From an optimization exercise on the open Yosys and OpenROAD flow, aimed at small area; shortcuts taken in it are not production practice. The RTL was checked by simulation tests, not by an equivalence proof against the original design. No activity file was given, so power comes from the tool's default toggle rates.

$ cat design/flow/design.v
module line_drawer2
(
    output logic [8:0] px, py,
    output logic on,
    input logic clk, zero, clearing, drawing, show,
    input logic [5:0] c,
    input logic load, vis, xmaj, sx, sy,
    input logic [5:0] n, m,
    input logic [7:0] bx, by
);
    logic [6:0] h, t;
    logic c0, minor, fwd, upd, back, ld, mv, xs, ys, dx, dy;
    logic [8:0] pxn, pyn;
    assign c0 = (c == 6'd0);
    assign t = {1'b0, c} + {1'b1, ~n};           
    assign fwd = t[6] | (t == 7'd0);             
    assign upd = t[6];                           
    assign back = (t == 7'd1);                   
    assign minor = h[6];
    assign ld = zero | (drawing & c0 & load);
    assign mv = clearing | (drawing & ~c0 & (fwd | back));
    assign xs = clearing ? (py[7:0] == 8'hff) : (xmaj | minor);
    assign ys = clearing | ~xmaj | minor;
    assign dx = clearing | (sx ^ back);
    assign dy = clearing | (sy ^ back);
    assign pxn = px + {{8{~dx}}, 1'b1};
    assign pyn = py + {{8{~dy}}, 1'b1};
    assign on = drawing & vis & show & ~c0;
    always_ff @(posedge clk) begin
        if (ld) begin
            px <= {1'b0, bx};
            py <= {1'b0, by};
        end else if (mv) begin
            if (xs) px <= pxn;
            if (ys) py <= {pyn[8] & ~clearing, pyn[7:0]};
        end
        if (drawing) begin
            if (c0) h <= {2'b00, n[5:1]} + {1'b1, ~m} + {6'd0, n[0]};
            else if (upd) h <= h + (minor ? {1'b0, n} : 7'd0) + {1'b1, ~m} + 7'd1;
        end
    end
endmodule
module Animation
(
    output logic [10:0] x, y,
    output logic colour, GameClock,
    input logic forceClear,
    input logic clk, rst,
    input logic [7:0] xin, yin, titlex, titley,
    input logic [79:0] ex, ey
);
    logic [17:0] FrameClock;    
    logic first;                
    always_ff @(posedge clk)
        if (rst) begin
            FrameClock <= '0;
            first <= 1'b1;
        end else begin
            FrameClock <= FrameClock[17] ? 18'd0 : FrameClock + 18'd1;
            if (FrameClock[17]) first <= 1'b0;
        end
    assign GameClock = FrameClock[17];
    logic clearing, drawing, zero, show;
    assign drawing = ~FrameClock[17] & FrameClock[16] & (FrameClock[15] | FrameClock[14]);
    assign clearing = ~FrameClock[17] & ~drawing;
    assign zero = rst | FrameClock[17];
    assign show = first | ~forceClear;
    logic [20-1:0] w;
    always_comb begin
        case (FrameClock[15:6])
            10'd256: w = 20'h2f540;
            10'd257: w = 20'h5d038;
            10'd258: w = 20'h55038;
            10'd259: w = 20'h5d038;
            10'd260: w = 20'h55038;
            10'd261: w = 20'h0e558;
            10'd262: w = 20'h4a800;
            10'd263: w = 20'h71600;
            10'd264: w = 20'h30800;
            10'd265: w = 20'h71600;
            10'd266: w = 20'h19448;
            10'd267: w = 20'h4a800;
            10'd268: w = 20'h01448;
            10'd269: w = 20'h61600;
            10'd270: w = 20'h49400;
            10'd271: w = 20'h30200;
            10'd272: w = 20'h71400;
            10'd273: w = 20'h09400;
            10'd274: w = 20'h4a800;
            10'd275: w = 20'h21600;
            10'd276: w = 20'h42800;
            10'd277: w = 20'h5a858;
            10'd278: w = 20'h29650;
            10'd279: w = 20'h71600;
            10'd280: w = 20'h19438;
            10'd281: w = 20'h70a00;
            10'd282: w = 20'h09440;
            10'd283: w = 20'h52828;
            10'd284: w = 20'h5a830;
            10'd285: w = 20'h12820;
            10'd286: w = 20'h4a800;
            10'd287: w = 20'h02800;
            10'd288: w = 20'h5a858;
            10'd289: w = 20'h02800;
            10'd290: w = 20'h4a800;
            10'd291: w = 20'h04a78;
            10'd292: w = 20'h48e00;
            10'd293: w = 20'h01a00;
            10'd294: w = 20'h40e30;
            10'd295: w = 20'h48e28;
            10'd296: w = 20'h48c00;
            10'd297: w = 20'h58e28;
            10'd298: w = 20'h50e30;
            10'd299: w = 20'h60c00;
            10'd300: w = 20'h2a888;
            10'd301: w = 20'h4a800;
            10'd302: w = 20'h01400;
            10'd303: w = 20'h71600;
            10'd304: w = 20'h22a50;
            10'd305: w = 20'h4a800;
            10'd306: w = 20'h20400;
            10'd307: w = 20'h70800;
            10'd308: w = 20'h22250;
            10'd309: w = 20'h49400;
            10'd310: w = 20'h02828;
            10'd311: w = 20'h59428;
            10'd312: w = 20'h51430;
            10'd313: w = 20'h30e00;
            10'd314: w = 20'h70800;
            10'd315: w = 20'h01438;
            10'd316: w = 20'h52828;
            10'd317: w = 20'h5a830;
            10'd318: w = 20'h01440;
            10'd319: w = 20'h70a00;
            10'd320: w = 20'h21850;
            10'd321: w = 20'h4a800;
            10'd322: w = 20'h21650;
            10'd323: w = 20'h71600;
            10'd324: w = 20'h21650;
            10'd325: w = 20'h4a800;
            10'd326: w = 20'h02878;
            10'd327: w = 20'h71600;
            10'd328: w = 20'h4a858;
            10'd329: w = 20'h71600;
            10'd330: w = 20'h16420;
            10'd331: w = 20'h71600;
            10'd332: w = 20'h49400;
            10'd333: w = 20'h61600;
            10'd334: w = 20'h49400;
            10'd335: w = 20'h71600;
            10'd336: w = 20'h12820;
            10'd337: w = 20'h71600;
            10'd338: w = 20'h4a800;
            10'd339: w = 20'h61600;
            10'd340: w = 20'h42800;
            10'd341: w = 20'h31e00;
            10'd342: w = 20'h71600;
            10'd343: w = 20'h49408;
            10'd344: w = 20'h03cc8;
            10'd345: w = 20'h71600;
            10'd346: w = 20'h30800;
            10'd347: w = 20'h71600;
            10'd348: w = 20'h11420;
            10'd349: w = 20'h71600;
            10'd350: w = 20'h4a820;
            10'd351: w = 20'h12868;
            10'd352: w = 20'h4a800;
            10'd353: w = 20'h246a0;
            10'd354: w = 20'h71600;
            10'd355: w = 20'h4a800;
            10'd356: w = 20'h234a0;
            10'd357: w = 20'h71600;
            10'd358: w = 20'h23400;
            10'd359: w = 20'h4a800;
            10'd360: w = 20'h71600;
            10'd361: w = 20'h02858;
            10'd362: w = 20'h71600;
            10'd363: w = 20'h23400;
            10'd364: w = 20'h4a800;
            10'd365: w = 20'h71600;
            10'd366: w = 20'h21650;
            10'd367: w = 20'h71000;
            10'd368: w = 20'h01440;
            10'd369: w = 20'h71600;
            10'd370: w = 20'h16410;
            10'd371: w = 20'h4bc00;
            10'd372: w = 20'h79450;
            10'd373: w = 20'h71000;
            10'd374: w = 20'h71450;
            10'd375: w = 20'h43c00;
            10'd376: w = 20'he0001;
            10'd377: w = 20'h28209;
            10'd378: w = 20'h49021;
            10'd379: w = 20'h38409;
            10'd380: w = 20'h78209;
            10'd381: w = 20'h48601;
            10'd382: w = 20'h20209;
            10'd383: w = 20'h48c01;
            10'd384: w = 20'h20201;
            10'd385: w = 20'h60001;
            10'd386: w = 20'h38619;
            10'd387: w = 20'h48201;
            10'd388: w = 20'h28209;
            10'd389: w = 20'h48801;
            10'd390: w = 20'h28209;
            10'd391: w = 20'h48201;
            10'd392: w = 20'h30409;
            10'd393: w = 20'h48401;
            10'd394: w = 20'h30411;
            10'd395: w = 20'h48201;
            10'd396: w = 20'h30409;
            10'd397: w = 20'h48201;
            10'd398: w = 20'h00c19;
            10'd399: w = 20'h48a01;
            10'd400: w = 20'h10a11;
            10'd401: w = 20'h48801;
            10'd402: w = 20'h00c09;
            10'd403: w = 20'h48201;
            10'd404: w = 20'h10819;
            10'd405: w = 20'h60001;
            10'd406: w = 20'h00c09;
            10'd407: w = 20'h48c01;
            10'd408: w = 20'h01221;
            10'd409: w = 20'h48401;
            10'd410: w = 20'h10409;
            10'd411: w = 20'h49601;
            10'd412: w = 20'h11609;
            10'd413: w = 20'h48401;
            10'd414: w = 20'h30411;
            10'd415: w = 20'h68209;
            10'd416: w = 20'h48601;
            10'd417: w = 20'h01a09;
            10'd418: w = 20'h59021;
            10'd419: w = 20'h01629;
            10'd420: w = 20'h68821;
            10'd421: w = 20'h30821;
            10'd422: w = 20'h78821;
            10'd423: w = 20'h00e31;
            10'd424: w = 20'h48c19;
            10'd425: w = 20'h30e31;
            10'd426: w = 20'h58c19;
            10'd427: w = 20'h01231;
            10'd428: w = 20'h70401;
            10'd429: w = 20'h00819;
            10'd430: w = 20'h68821;
            10'd431: w = 20'h78619;
            10'd432: w = 20'h70c01;
            10'd433: w = 20'h00e09;
            10'd434: w = 20'h78821;
            10'd435: w = 20'h68619;
            10'd436: w = 20'h01619;
            10'd437: w = 20'h48e11;
            10'd438: w = 20'h10e11;
            10'd439: w = 20'h58e11;
            10'd440: w = 20'hf5002;
            10'd441: w = 20'h75002;
            10'd442: w = 20'h2bcf2;
            10'd443: w = 20'h5282a;
            10'd444: w = 20'h5a82a;
            10'd445: w = 20'h5282a;
            10'd446: w = 20'h5a82a;
            10'd447: w = 20'h39452;
            10'd448: w = 20'h45002;
            10'd449: w = 20'h2c0f2;
            10'd450: w = 20'h42802;
            10'd451: w = 20'h22402;
            10'd452: w = 20'h72402;
            10'd453: w = 20'h22402;
            10'd454: w = 20'h4a802;
            10'd455: w = 20'h32402;
            10'd456: w = 20'h62402;
            10'd457: w = 20'h228a2;
            10'd458: w = 20'h4a802;
            10'd459: w = 20'h01e02;
            10'd460: w = 20'h7242a;
            10'd461: w = 20'h23852;
            10'd462: w = 20'h4d002;
            10'd463: w = 20'h37a02;
            10'd464: w = 20'h32602;
            10'd465: w = 20'h65002;
            10'd466: w = 20'h65002;
            10'd467: w = 20'hf4603;
            10'd468: w = 20'h74603;
            10'd469: w = 20'h2bc53;
            10'd470: w = 20'h4a803;
            10'd471: w = 20'h0a253;
            10'd472: w = 20'h6143b;
            10'd473: w = 20'h6943b;
            10'd474: w = 20'h48c03;
            10'd475: w = 20'h7943b;
            10'd476: w = 20'h7143b;
            10'd477: w = 20'h48e03;
            10'd478: w = 20'h00e03;
            10'd479: w = 20'h61403;
            10'd480: w = 20'h3a83b;
            10'd481: w = 20'h52853;
            10'd482: w = 20'h5a853;
            10'd483: w = 20'h39453;
            10'd484: w = 20'h44603;
            10'd485: w = 20'h44603;
            10'd486: w = 20'h2bc53;
            10'd487: w = 20'h7a81b;
            10'd488: w = 20'h48803;
            10'd489: w = 20'h6a81b;
            10'd490: w = 20'h23c53;
            10'd491: w = 20'h72803;
            10'd492: w = 20'h22803;
            10'd493: w = 20'h4a803;
            10'd494: w = 20'h01403;
            10'd495: w = 20'h72803;
            10'd496: w = 20'h23ca3;
            10'd497: w = 20'h4c603;
            10'd498: w = 20'h4c603;
            10'd499: w = 20'h35aa3;
            10'd500: w = 20'h71403;
            10'd501: w = 20'h1a87b;
            10'd502: w = 20'h64603;
            10'd503: w = 20'h64603;
            10'd504: w = 20'hb0404;
            10'd505: w = 20'h4a804;
            10'd506: w = 20'h01004;
            10'd507: w = 20'h72064;
            10'd508: w = 20'h2984c;
            10'd509: w = 20'h7985c;
            10'd510: w = 20'h11c64;
            10'd511: w = 20'h49c04;
            10'd512: w = 20'h39854;
            10'd513: w = 20'h4a804;
            10'd514: w = 20'h09404;
            10'd515: w = 20'h74804;
            10'd516: w = 20'h4a804;
            10'd517: w = 20'h63c04;
            10'd518: w = 20'h4a804;
            10'd519: w = 20'h60c04;
            10'd520: w = 20'h45004;
            10'd521: w = 20'h38c34;
            10'd522: w = 20'h73004;
            10'd523: w = 20'h49004;
            10'd524: w = 20'h63004;
            10'd525: w = 20'h41004;
            10'd526: w = 20'h234bc;
            10'd527: w = 20'h7903c;
            10'd528: w = 20'h7103c;
            10'd529: w = 20'h61034;
            10'd530: w = 20'h69034;
            10'd531: w = 20'h00c04;
            10'd532: w = 20'h7103c;
            10'd533: w = 20'h7903c;
            10'd534: w = 20'h49a04;
            10'd535: w = 20'h11e24;
            10'd536: w = 20'h7202c;
            10'd537: w = 20'h31804;
            10'd538: w = 20'h48404;
            10'd539: w = 20'h08804;
            10'd540: w = 20'h49c04;
            10'd541: w = 20'h1b064;
            10'd542: w = 20'h49804;
            10'd543: w = 20'h7a474;
            10'd544: w = 20'h71844;
            10'd545: w = 20'h49004;
            10'd546: w = 20'h70c04;
            10'd547: w = 20'h42804;
            10'd548: w = 20'h62404;
            10'd549: w = 20'h48c04;
            10'd550: w = 20'h71804;
            10'd551: w = 20'h69844;
            10'd552: w = 20'h61844;
            10'd553: w = 20'h41804;
            10'd554: w = 20'h71844;
            10'd555: w = 20'h7a444;
            10'd556: w = 20'h40c04;
            10'd557: w = 20'h62444;
            10'd558: w = 20'h6a474;
            10'd559: w = 20'h13ea4;
            10'd560: w = 20'h7903c;
            10'd561: w = 20'h7103c;
            10'd562: w = 20'h61034;
            10'd563: w = 20'h69034;
            10'd564: w = 20'h00c24;
            10'd565: w = 20'h6103c;
            10'd566: w = 20'h6903c;
            10'd567: w = 20'h7a034;
            10'd568: w = 20'h6903c;
            10'd569: w = 20'h6103c;
            10'd570: w = 20'h32834;
            10'd571: w = 20'h7103c;
            10'd572: w = 20'h7903c;
            10'd573: w = 20'h49a04;
            10'd574: w = 20'h12864;
            10'd575: w = 20'h68a2c;
            10'd576: w = 20'h01e1c;
            10'd577: w = 20'h52824;
            10'd578: w = 20'h5a824;
            10'd579: w = 20'h52844;
            10'd580: w = 20'h5a824;
            10'd581: w = 20'h01a04;
            10'd582: w = 20'h7103c;
            10'd583: w = 20'h7903c;
            10'd584: w = 20'h69034;
            10'd585: w = 20'h61034;
            10'd586: w = 20'h48c04;
            10'd587: w = 20'h7903c;
            10'd588: w = 20'h7103c;
            10'd589: w = 20'h0b004;
            10'd590: w = 20'h6103c;
            10'd591: w = 20'h6903c;
            10'd592: w = 20'h7a034;
            10'd593: w = 20'h6903c;
            10'd594: w = 20'h6103c;
            10'd595: w = 20'h25124;
            10'd596: w = 20'h7103c;
            10'd597: w = 20'h7903c;
            10'd598: w = 20'h49a04;
            10'd599: w = 20'h2203c;
            10'd600: w = 20'h71034;
            10'd601: w = 20'h79034;
            10'd602: w = 20'h6903c;
            10'd603: w = 20'h6103c;
            10'd604: w = 20'h00c24;
            10'd605: w = 20'h6103c;
            10'd606: w = 20'h6903c;
            10'd607: w = 20'h7a034;
            10'd608: w = 20'h6903c;
            10'd609: w = 20'h6103c;
            10'd610: w = 20'h2183c;
            10'd611: w = 20'h49c04;
            10'd612: w = 20'h02804;
            10'd613: w = 20'h48404;
            10'd614: w = 20'h23814;
            10'd615: w = 20'h4a804;
            10'd616: w = 20'h01e04;
            10'd617: w = 20'h7202c;
            10'd618: w = 20'h23804;
            10'd619: w = 20'h48404;
            10'd620: w = 20'h0e0e4;
            10'd621: w = 20'h52824;
            10'd622: w = 20'h5a824;
            10'd623: w = 20'h52824;
            10'd624: w = 20'h5a824;
            10'd625: w = 20'h2a054;
            10'd626: w = 20'h74804;
            10'd627: w = 20'h48c04;
            10'd628: w = 20'h63c04;
            10'd629: w = 20'h49004;
            10'd630: w = 20'h73c04;
            10'd631: w = 20'h48c04;
            10'd632: w = 20'h63c04;
            10'd633: w = 20'h4a804;
            10'd634: w = 20'h60c04;
            10'd635: w = 20'h45004;
            10'd636: w = 20'h1e524;
            10'd637: w = 20'h4a804;
            10'd638: w = 20'h2202c;
            10'd639: w = 20'h7102c;
            10'd640: w = 20'h7902c;
            10'd641: w = 20'h6902c;
            10'd642: w = 20'h6102c;
            10'd643: w = 20'h2202c;
            10'd644: w = 20'h71004;
            10'd645: w = 20'h29854;
            10'd646: w = 20'h52844;
            10'd647: w = 20'h5a844;
            10'd648: w = 20'h330a4;
            10'd649: w = 20'h5a844;
            10'd650: w = 20'h52844;
            10'd651: w = 20'h18e24;
            10'd652: w = 20'h7103c;
            10'd653: w = 20'h7903c;
            10'd654: w = 20'h69034;
            10'd655: w = 20'h61034;
            10'd656: w = 20'h48c04;
            10'd657: w = 20'h7903c;
            10'd658: w = 20'h7103c;
            10'd659: w = 20'h11a24;
            10'd660: w = 20'h4a804;
            10'd661: w = 20'h02804;
            10'd662: w = 20'h5a884;
            10'd663: w = 20'h11a44;
            10'd664: w = 20'h71004;
            10'd665: w = 20'h00e24;
            10'd666: w = 20'h4a804;
            10'd667: w = 20'h70804;
            10'd668: w = 20'h02884;
            10'd669: w = 20'h4a804;
            10'd670: w = 20'h330a4;
            10'd671: w = 20'h4a804;
            10'd672: w = 20'h72004;
            10'd673: w = 20'h11e24;
            10'd674: w = 20'h7202c;
            10'd675: w = 20'h18e24;
            10'd676: w = 20'h7103c;
            10'd677: w = 20'h7903c;
            10'd678: w = 20'h69034;
            10'd679: w = 20'h61034;
            10'd680: w = 20'h48c04;
            10'd681: w = 20'h7903c;
            10'd682: w = 20'h7103c;
            10'd683: w = 20'h2486c;
            10'd684: w = 20'h4a804;
            10'd685: w = 20'h02824;
            10'd686: w = 20'h4a804;
            10'd687: w = 20'h03c84;
            10'd688: w = 20'h70c04;
            10'd689: w = 20'h51a24;
            10'd690: w = 20'h7a014;
            10'd691: w = 20'h59624;
            10'd692: w = 20'h70c04;
            10'd693: w = 20'h45094;
            10'd694: w = 20'h4d094;
            10'd695: w = 20'h12264;
            10'd696: w = 20'h71804;
            10'd697: w = 20'h42234;
            10'd698: w = 20'h4a234;
            10'd704: w = 20'ha0a2d;
            10'd705: w = 20'h49405;
            10'd706: w = 20'h01405;
            10'd707: w = 20'h71405;
            10'd708: w = 20'h09405;
            10'd709: w = 20'h61405;
            10'd710: w = 20'h31405;
            10'd711: w = 20'h41405;
            10'd712: w = 20'ha0a2d;
            10'd713: w = 20'h49405;
            10'd714: w = 20'h01405;
            10'd715: w = 20'h71405;
            10'd716: w = 20'h09405;
            10'd717: w = 20'h61405;
            10'd718: w = 20'h31405;
            10'd719: w = 20'h41405;
            10'd720: w = 20'ha0a2d;
            10'd721: w = 20'h49405;
            10'd722: w = 20'h01405;
            10'd723: w = 20'h71405;
            10'd724: w = 20'h09405;
            10'd725: w = 20'h61405;
            10'd726: w = 20'h31405;
            10'd727: w = 20'h41405;
            10'd728: w = 20'ha0a2d;
            10'd729: w = 20'h49405;
            10'd730: w = 20'h01405;
            10'd731: w = 20'h71405;
            10'd732: w = 20'h09405;
            10'd733: w = 20'h61405;
            10'd734: w = 20'h31405;
            10'd735: w = 20'h41405;
            10'd736: w = 20'ha0a2d;
            10'd737: w = 20'h49405;
            10'd738: w = 20'h01405;
            10'd739: w = 20'h71405;
            10'd740: w = 20'h09405;
            10'd741: w = 20'h61405;
            10'd742: w = 20'h31405;
            10'd743: w = 20'h41405;
            10'd744: w = 20'ha0a2d;
            10'd745: w = 20'h49405;
            10'd746: w = 20'h01405;
            10'd747: w = 20'h71405;
            10'd748: w = 20'h09405;
            10'd749: w = 20'h61405;
            10'd750: w = 20'h31405;
            10'd751: w = 20'h41405;
            10'd752: w = 20'ha0a2d;
            10'd753: w = 20'h49405;
            10'd754: w = 20'h01405;
            10'd755: w = 20'h71405;
            10'd756: w = 20'h09405;
            10'd757: w = 20'h61405;
            10'd758: w = 20'h31405;
            10'd759: w = 20'h41405;
            10'd760: w = 20'ha0a2d;
            10'd761: w = 20'h49405;
            10'd762: w = 20'h01405;
            10'd763: w = 20'h71405;
            10'd764: w = 20'h09405;
            10'd765: w = 20'h61405;
            10'd766: w = 20'h31405;
            10'd767: w = 20'h41405;
            default: w = '0;
        endcase
    end
    logic load, vis, xmaj, sx, sy;
    logic [5:0] n, m;
    logic [2:0] grp;
    assign {load, vis, xmaj, sx, sy, n, m, grp} = w;
    logic [7:0] bx, by;
    logic [2:0] k, g;
    assign k = FrameClock[11:9];
    assign g = zero ? 3'd0 : grp;
    always_comb begin
        case (g)
            3'd0: begin bx = 8'd0; by = 8'd0; end
            3'd1: begin bx = xin; by = yin; end
            3'd2: begin bx = ex[8*9 +: 8]; by = ey[8*9 +: 8]; end
            3'd3: begin bx = ex[8*0 +: 8]; by = ey[8*0 +: 8]; end
            3'd4: begin bx = titlex; by = titley; end
            default: begin bx = ex[8*k + 8 +: 8]; by = ey[8*k + 8 +: 8]; end
        endcase
    end
    logic [8:0] px, py;
    logic on;
    line_drawer2 pen(.px, .py, .on, .clk, .zero, .clearing, .drawing, .show, .c(FrameClock[5:0]),
                     .load, .vis, .xmaj, .sx, .sy, .n, .m, .bx, .by);
    logic border, hide;
    assign border = (px == 9'd0) | (px == 9'd200) | (px == 9'd319) | (py[7:0] == 8'd0) | (py[7:0] == 8'd239);
    assign hide = ~clearing & ~on;
    assign x = {2'b00, px};
    assign y = {2'b00, py[8] | hide, py[7:0]};
    assign colour = ~clearing | (border & show);
endmodule
$ cat design/flow/run.sh
#!/bin/bash
# synth_recipe.tcl (not shown) runs the flow's synth.tcl, then flattens the netlist and writes it again
# the make line also repeats each setting of config.mk as NAME=value (left out here)
make -C /OpenROAD-flow-scripts/flow DESIGN_CONFIG=/design/flow/config.mk WORK_HOME=/design/flow/orfs CLKGATE_MAP_FILE= SYNTH_SCRIPT=/design/flow/synth_recipe.tcl finish
$ cat design/flow/config.mk
export PLATFORM = sky130hd
export DESIGN_NAME = Animation
export DESIGN_NICKNAME = Animation
export VERILOG_FILES = /design/flow/design.v
export SDC_FILE = /design/flow/constraint.sdc
export NUM_CORES = 8
export LEC_CHECK = 0
export ABC_AREA = 1
export CAP_MARGIN = 40
export CORE_MARGIN = 2
export CORE_UTILIZATION = 40
export PLACE_DENSITY = 0.6
export SLEW_MARGIN = 20
export SYNTH_MEMORY_MAX_BITS = 65536
$ cat design/flow/constraint.sdc
create_clock -name core_clock -period 20.0 [get_ports {clk}]
set_input_delay 4.0000 -clock core_clock [delete_from_list [all_inputs] [get_ports {clk}]]
set_output_delay 4.0000 -clock core_clock [all_outputs]
set_load 0.01 [all_outputs]
==> flow_summary.toml, run 1 <==
[placed_design]
gp_congestion = 1.16
place_hpwl_microns = 56600
io_buffers = 214
postPlaceCellArea_sq_um = 14500

[clocking]
htree_levels = 3
post_cts_buffers = 0
root_buffer = "clkbuf_16"
cts_buffers = 9
cts-resized-gates = 0
clk_path_buf_depth = 2
insertion_delay_ns = 0.34
cts_tree = "done"
postCtsHoldBufs = 0
path_clk_slew_ns = 0.05
clock-sinks = 64

[final_layout]
fill_cells = 3324
multi_input_area_sq_um = 9310
regArea_sq_um = 1510
layout.cells.most_common = "nand2_1"
drive_gt1_frac = 0.0517
finish.utilization = 0.487
mostFrequentLayoutCells = "nand2_1 (682), nand3_1 (293), nor2_1 (238)"
areaGrowthSynthToFinish_pct = 20.1
design_area_sq_um = 14900
nets = 2632

[setup_path]
crit_path_start = "forceClear"
slowest_delay_ns = 0.53
cp_max_fo = 2
critPathRequiredTime_ns = 16.00
cp-start-kind = "input port"
timing.rr.end = "w[10]$_DFF_P_"
reg2reg_depth = 15
crit_type = "input port to primary output"
cpMaxStageDelayCell = "clkdlybuf4s50_1"
path_delay_family = "buffers and inverters"
r2r_setup_slack_ns = 15.19
end_kind = "primary output"
arrival_ns = 5.37
timing.critical_path.buf_inv = 3
r2r_start = "FrameClock[9]$_SDFF_PP0_"
worstPathCellList = "clkdlybuf4s50_1 -> inv_1 -> o21ai_0 -> o21ai_0 -> nand2_1 -> clkdlybuf4s50_1"

[hold_path]
min_path_cells = 2
hold-path-endpoint = "pen.py[8]$_SDFFE_PN0P_"
hold_start = "pen.py[8]$_SDFFE_PN0P_"
hp-class = "flip-flop to flip-flop"

[drt]
routedWlPerCell_microns = 27.6
vias = 17978
routed_via_density = 6.47
drc_errors = 0
routed_wl_microns = 76800
drt_iter0_drc = 2846
drt_first_pass_iters = 9
ant_nets = 0

[yosys]
synth_cells = 2249
synthFlopType = "dfxtp_1"
synthDistinctLibCells = 55
netlist_area_sq_um = 12400
synth_edf_count = 23
synth_seq_cells = 64
ys_seq_area_frac = 0.122
async_reset_ff_frac = 0
syn_area_per_cell_sq_um = 5.50
synth_warnings = 2

[timing]
hold_viol = 0
timing.hold.ws_ns = 0.475
fin_crit_ns = 9.37
final_max_slew_viol_count = 0
min_period_over_period = 0.469
finClkSkew_ns = 0.00910
rsz0062_at_grt = "false"
setup_violations = 0
tns_ns = 0
slew_headroom = 0.373
fmax_ghz = 0.107
tightestPinTransition_ns = 0.941

[floorplanning]
dieHeight_microns = 180
die_area_sq_um = 32400
core.rowCount = 64
fp.dieW_microns = 180
core_area_sq_um = 30500
start_util = 0.406
ios = 219

[global_routing]
grt_pass1_wl_microns = 111000
grt-ovfl-total = 0
grt_max_degree = 68
grt_use_total = 0.456
antenna_found_initial = 4
grt_pass1_vias = 16829

[run_status]
status = "finished clean"

[power]
ir_drop_mv = 0.0437
power_w = 0.000409
cellLeakagePower_nw = 6.75
power.density_nw_per_um2 = 27.5

[job]
max_cap_viol_count = 0
-- final cells by class --
type	count	share of cell area
antenna	3	0.000505
clock buffer	9	0.0152
clock inverter	7	0.00800
inverter	208	0.0527
multi-input combinational	1845	0.626
sequential	64	0.102
tap	396	0.0333
timing repair buffer	247	0.162
-- stage by stage --
| step | worst slack [ns] | instances |
|---|---|---|
| 2_1_floorplan | 11.64 | 2252 |
| 5_1_grt | 10.54 | 2776 |
| 4_1_cts | 10.64 | 2776 |
| 6_report | 10.63 | 2779 |
| 3_5_place_dp | 10.65 | 2760 |
| 3_3_place_gp | 10.61 | 2756 |
-- flip-flops by register name (all words and copies together), names as in the netlist --
register / flops
w: 20
FrameClock: 18
pen.px: 9
pen.py: 9
pen.h: 7
first: 1
-- power breakdown --
| group | total [W] | internal [W] | switching, W |
|---|---|---|---|
| Combinational | 0.0000783 | 0.0000484 | 0.0000299 |
| Sequential | 0.000142 | 0.000138 | 0.00000356 |
| Clock | 0.000189 | 0.000122 | 0.0000665 |
-- worst max-delay path by stage --
stage                   to  slack [ns]  cells after the start
floorplan           colour       11.64                      3
global placement      y[8]       10.61                      6
detailed placement    y[8]       10.65                      6
CTS                   y[8]       10.64                      6
global route          y[8]       10.54                      6
finish                y[8]       10.63                      6
-- synthesized netlist by cell type (3+ instances only) --
library cell  instances  area share
nand2_1             682        0.21
nand3_1             293        0.12
nor2_1              238       0.072
inv_1               194       0.059
o21ai_0             148       0.060
a21oi_1             107       0.043
ha_1                 51       0.052
buf_2                49       0.020
nand4_1              43       0.022
dfxtp_1              41       0.066
clkbuf_1             39       0.012
o21ai_1              34       0.014
buf_4                32       0.019
o22ai_1              32       0.016
o211ai_1             28       0.017
edfxtp_1             23       0.056
nand2_2              21       0.011
o221ai_1             21       0.015
a31oi_1              17      0.0086
xor2_1               15       0.011
a221oi_1             13      0.0092
inv_2                12      0.0036
nor2_2               12      0.0061
buf_6                11       0.010
fa_1                 11       0.018
nor2_4                8      0.0073
nor3_1                7      0.0028
nand2_4               6      0.0055
xnor2_1               6      0.0042
a22oi_1               5      0.0030
nand3b_1              5      0.0030
or2_2                 5      0.0025
nand3_4               4      0.0057
nor4_1                4      0.0020
a21o_1                3      0.0018
o2111ai_1             3      0.0021
-- cell families (layout without fill, tap and decap cells) --
family,after synthesis,count (layout),synth area share
AO/OA/AOI/OAI,423,423,0.197
XOR/XNOR,21,21,0.0149
adder cells (fa/ha/maj),62,62,0.0693
buffers and inverters,343,471,0.127
flip-flops,64,64,0.122
multiplexers,1,1,0.000809
other,1,7,0.000303
AND/OR/NAND/NOR,1334,1334,0.469
-- worst min-delay path: cells and delay by family (launching register included) --
kind,cells,cell delay (ns)
and+or+nand+nor,2,0.12
DFF,1,0.31
-- per-layer routing --
metal | track usage | up-vias | part of all wire
met5 | 0 | - | 0.00049
met4 | 0.278 | 4 | 0.078
met3 | 0.173 | 406 | 0.14
met2 | 0.667 | 1532 | 0.41
met1 | 0.563 | 8253 | 0.37
li1 | - | 7783 | -
==> run 2: changes to the inputs <==
==> design/flow/flow/run.sh (new file) <==
#!/bin/bash
# Own layout flow: the standard ORFS flow (standard.sh) with two changes:
#  - synthesis maps with an area-oriented ABC script (flow/abc_area.script, used as
#    ABC_AREA=1 selects it) instead of ORFS's; the registers and their names are unchanged;
#  - port buffering uses sky130_fd_sc_hd__buf_1 for the buffer on every input and output port.
# Each tool's full output goes to a log file in the work folder (and ORFS's own logs under orfs/logs).
set -euo pipefail
W=$(pwd)
rm -rf "$W/scripts_abc"
cp -r "$FLOW_HOME/scripts" "$W/scripts_abc"
cp "$W/flow/abc_area.script" "$W/scripts_abc/abc_area.script"
bash "$W/standard.sh" "SCRIPTS_DIR=$W/scripts_abc" \
    "BUFFER_PORTS_ARGS=-buffer_cell sky130_fd_sc_hd__buf_1" finish > "$W/flow_make.log" 2>&1
test -f "$W/out/final.def"
==> design/flow/flow/abc_area.script (new file) <==
strash
dc2
&get -n
&dch -f
&nf -R 1000 -p -F 8 -A 4 -a -C 32
&put
==> design/flow/standard.sh (new file) <==
#!/bin/bash
# synth_recipe.tcl (not shown) runs the flow's synth.tcl, then flattens the netlist and writes it again
# the make line also repeats each setting of config.mk as NAME=value (left out here)
make -C /OpenROAD-flow-scripts/flow DESIGN_CONFIG=/design/flow/config.mk WORK_HOME=/design/flow/orfs CLKGATE_MAP_FILE= SYNTH_SCRIPT=/design/flow/synth_recipe.tcl "${@:-finish}"
removed: design/flow/run.sh
==> run 2 against run 1 <==
Effect of this change: cell count decreased by 28%; synthesized area decreased by 19%; synthesized cell count decreased by 38%.
==> flow_summary.toml, run 2 <==
[setup_path]
end_kind = "flip-flop"
r2r_start = "FrameClock[2]$_SDFF_PP0_"
arrival_ns = 8.88
cp-start-kind = "input port"
critPathRequiredTime_ns = 20.21
timing.rr.end = "w[9]$_DFF_P_"
reg2reg_depth = 12
cp_max_fo = 18
crit_type = "input port to flip-flop"
r2r_setup_slack_ns = 14.34

[final_layout]
finish.utilization = 0.491
largest_reg_flops = 20
mostFrequentLayoutCells = "buf_1 (215), a21oi_1 (182), nand2_1 (164)"
areaGrowthSynthToFinish_pct = 20.3
layout.cells.non_filler = 2005
drive_gt1_frac = 0.0798
nets = 1931
layout.cells.most_common = "buf_1"

[drt]
highest_layer = "met5"
drt_iter0_drc = 3708
vias = 15408
routed_wl_microns = 69400
wl_met1_microns = 23800
drt_first_pass_iters = 17
ant_nets = 0
routed_via_density = 7.68
routed-wl-met3_microns = 12300
routedWlPerCell_microns = 34.6
wl_met2_microns = 26600
drc_errors = 0

[clocking]
clk_path_buf_depth = 2
cts-resized-gates = 0
root_buffer = "clkbuf_16"
insertion_delay_ns = 0.35
cts_buffers = 9
cts_tree = "done"
postCtsHoldBufs = 0
path_clk_slew_ns = 0.07
htree_levels = 3
clock-sinks = 64
post_cts_buffers = 0

[yosys]
synthMuxAreaShare = 0.0785
synth_cells = 1388
synth_compound_area_frac = 0.431
synth-simple-area-share = 0.190
ys_top_cells_by_count = "a21oi_1 (183), nand2_1 (166), o21ai_0 (155), nor2_1 (139), clkinv_1 (77)"
synth_seq_cells = 64
synth_edf_count = 23
synthDistinctLibCells = 61
yosys-top-cells-area = "a21oi_1 (9.2%), dfxtp_1 (8.2%), o21ai_0 (7.8%)"
async_reset_ff_frac = 0
synth_fa_ha_area_frac = 0.0861
synth_warnings = 2
ys_seq_area_frac = 0.152
synth_xor_area_frac = 0.0246
synthFlopType = "dfxtp_1"
synth_top_area_cell = "a21oi_1"
syn_area_per_cell_sq_um = 7.18
yosysMostFrequentCell = "a21oi_1"
synth_top_family_by_area = "compound AO/OA/AOI/OAI gates"
synth_top_area_frac = 0.0919
netlist_area_sq_um = 9960

[global_routing]
grt-ovfl-total = 0
grt_max_degree = 64
grt_use_total = 0.516
grt_pass1_wl_microns = 99000
grt_pass1_vias = 14413
antenna_found_initial = 4

[placed_design]
gp_congestion = 1.12
dp.cells = 1979
place_hpwl_microns = 48100
detailedPlace.worstSlack_ns = 11.40
io_buffers = 214

[floorplanning]
start_util = 0.409
ios = 219
core.rowCount = 57
die_area_sq_um = 26200
fp.dieW_microns = 162
dieHeight_microns = 162
core_area_sq_um = 24400

[timing]
min_period_over_period = 0.433
tns_ns = 0
setup_violations = 0
final_max_slew_viol_count = 0
hold_viol = 0
slew_headroom = 0.300
finalWorstSetupSlack_ns = 11.33
tightestPinTransition_ns = 1.05
fmax_ghz = 0.115
rsz0062_at_grt = "false"
finClkSkew_ns = 0.0166
fin_crit_ns = 8.67

[power]
power.density_nw_per_um2 = 29.8
cellLeakagePower_nw = 4.15
ir_drop_mv = 0.0320

[hold_path]
hp-class = "flip-flop to flip-flop"
hold_start = "first$_SDFFE_PP1P_"
min_path_cells = 1
hold-path-endpoint = "first$_SDFFE_PP1P_"

[job]
max_cap_viol_count = 0

[run_status]
status = "finished clean"
==> run 2: cell count changes after synthesis, sizes merged, moves of 40 or more <==
cell	previous run	this run
nand3	299	23
clkbuf	40	0
inv	207	0
clkinv	1	77
nor3	8	48
buf	95	12
nor2	258	139
a21oi	107	183
nand2	709	166
==> run 2: cell families after synthesis <==
family	count (synthesis)
AO/OA/AOI/OAI	669
XOR/XNOR	28
adder cells (fa/ha/maj)	62
buffers and inverters	89
flip-flops	64
multiplexers	38
other	1
AND/OR/NAND/NOR	437
==> run 2: how the worst max path moves through the flow <==
stage / from / slack (ns) / to / cells after the start
2_1_floorplan: rst / 10.11 / w[10]$_DFF_P_ / 11
3_3_place_gp: rst / 11.30 / w[11]$_DFF_P_ / 11
3_5_place_dp: forceClear / 11.40 / y[8] / 5
4_1_cts: forceClear / 11.40 / y[8] / 5
5_1_grt: rst / 11.20 / w[10]$_DFF_P_ / 16
6_report: rst / 11.33 / w[10]$_DFF_P_ / 16
==> run 2: metrics by stage <==
step,hold slack (ns),total power [W],cell area [sq um]
after floorplan,0.417,0.000171,9980
after global placement,0.428,0.000190,11500
after detailed placement,0.440,0.000192,11600
after CTS,0.453,0.000355,11900
after global routing,0.475,0.000365,12000
final,0.447,0.000357,12000
==> run 2: layout make-up <==
| type | instances | area [sq um] |
|---|---|---|
| inverter | 77 | 289 |
| timing repair buffer | 284 | 1340 |
| clock inverter | 5 | 35.0 |
| fill | 2504 | 12400 |
| antenna | 2 | 5.00 |
| clock buffer | 11 | 264 |
| tap | 324 | 405 |
| sequential | 64 | 1510 |
| multi-input combinational | 1238 | 8130 |
==> run 2: metal layers <==
metal,global-route usage,vias up
li1,-,6124
met1,0.599,7106
met2,0.708,1619
met3,0.306,551
met4,0.344,8
met5,0,-
==> run 2: critical path, cell delays in order <==
cell and delay, ns:
buf_1 0.13, or2_0 0.56, or3_1 0.22, buf_4 0.31, clkinv_1 0.53, ha_1 0.41
buf_4 0.20, nand2_1 0.52, nand2_1 0.50, o22ai_1 0.32, o22ai_1 0.11, a311oi_1 0.29
a32o_1 0.19, a21oi_1 0.07, o2111ai_1 0.33, o31ai_1 0.15
==> run 2: report_power, final <==
part / internal (W) / switching, W
combinational: 0.0000234 / 0.0000251
clock: 0.0000956 / 0.0000704
sequential: 0.000138 / 0.00000395

[what the ideal ports hide]
Ports are ideal in the flow. The routed layouts listed here were re-timed in OpenROAD.
Step 1 sets driving cells, clkbuf_16 on the clock port and buf_2 on the other inputs (assumed; they add their load-dependent delay and slew).
Step 2 also shifts input and output timing later by t, the mid clock arrival at the registers, as if the neighbouring blocks saw the same clock.
Three values: ideal ports, drivers, drivers and shift; two values: the first two.
run | t, ns | slack for setup (ns) | worst setup path at the end
run 1 | 0.387 | 10.625 / 10.596 / 10.596 | input to output
run 2 | 0.394 | 11.332 / 11.354 / 10.960 | input to register
After both steps setup and hold are still met in every run listed. For run 2, which loses most, drivers alone change the setup slack by +0.022 ns; drivers and shift together by -0.372 ns.
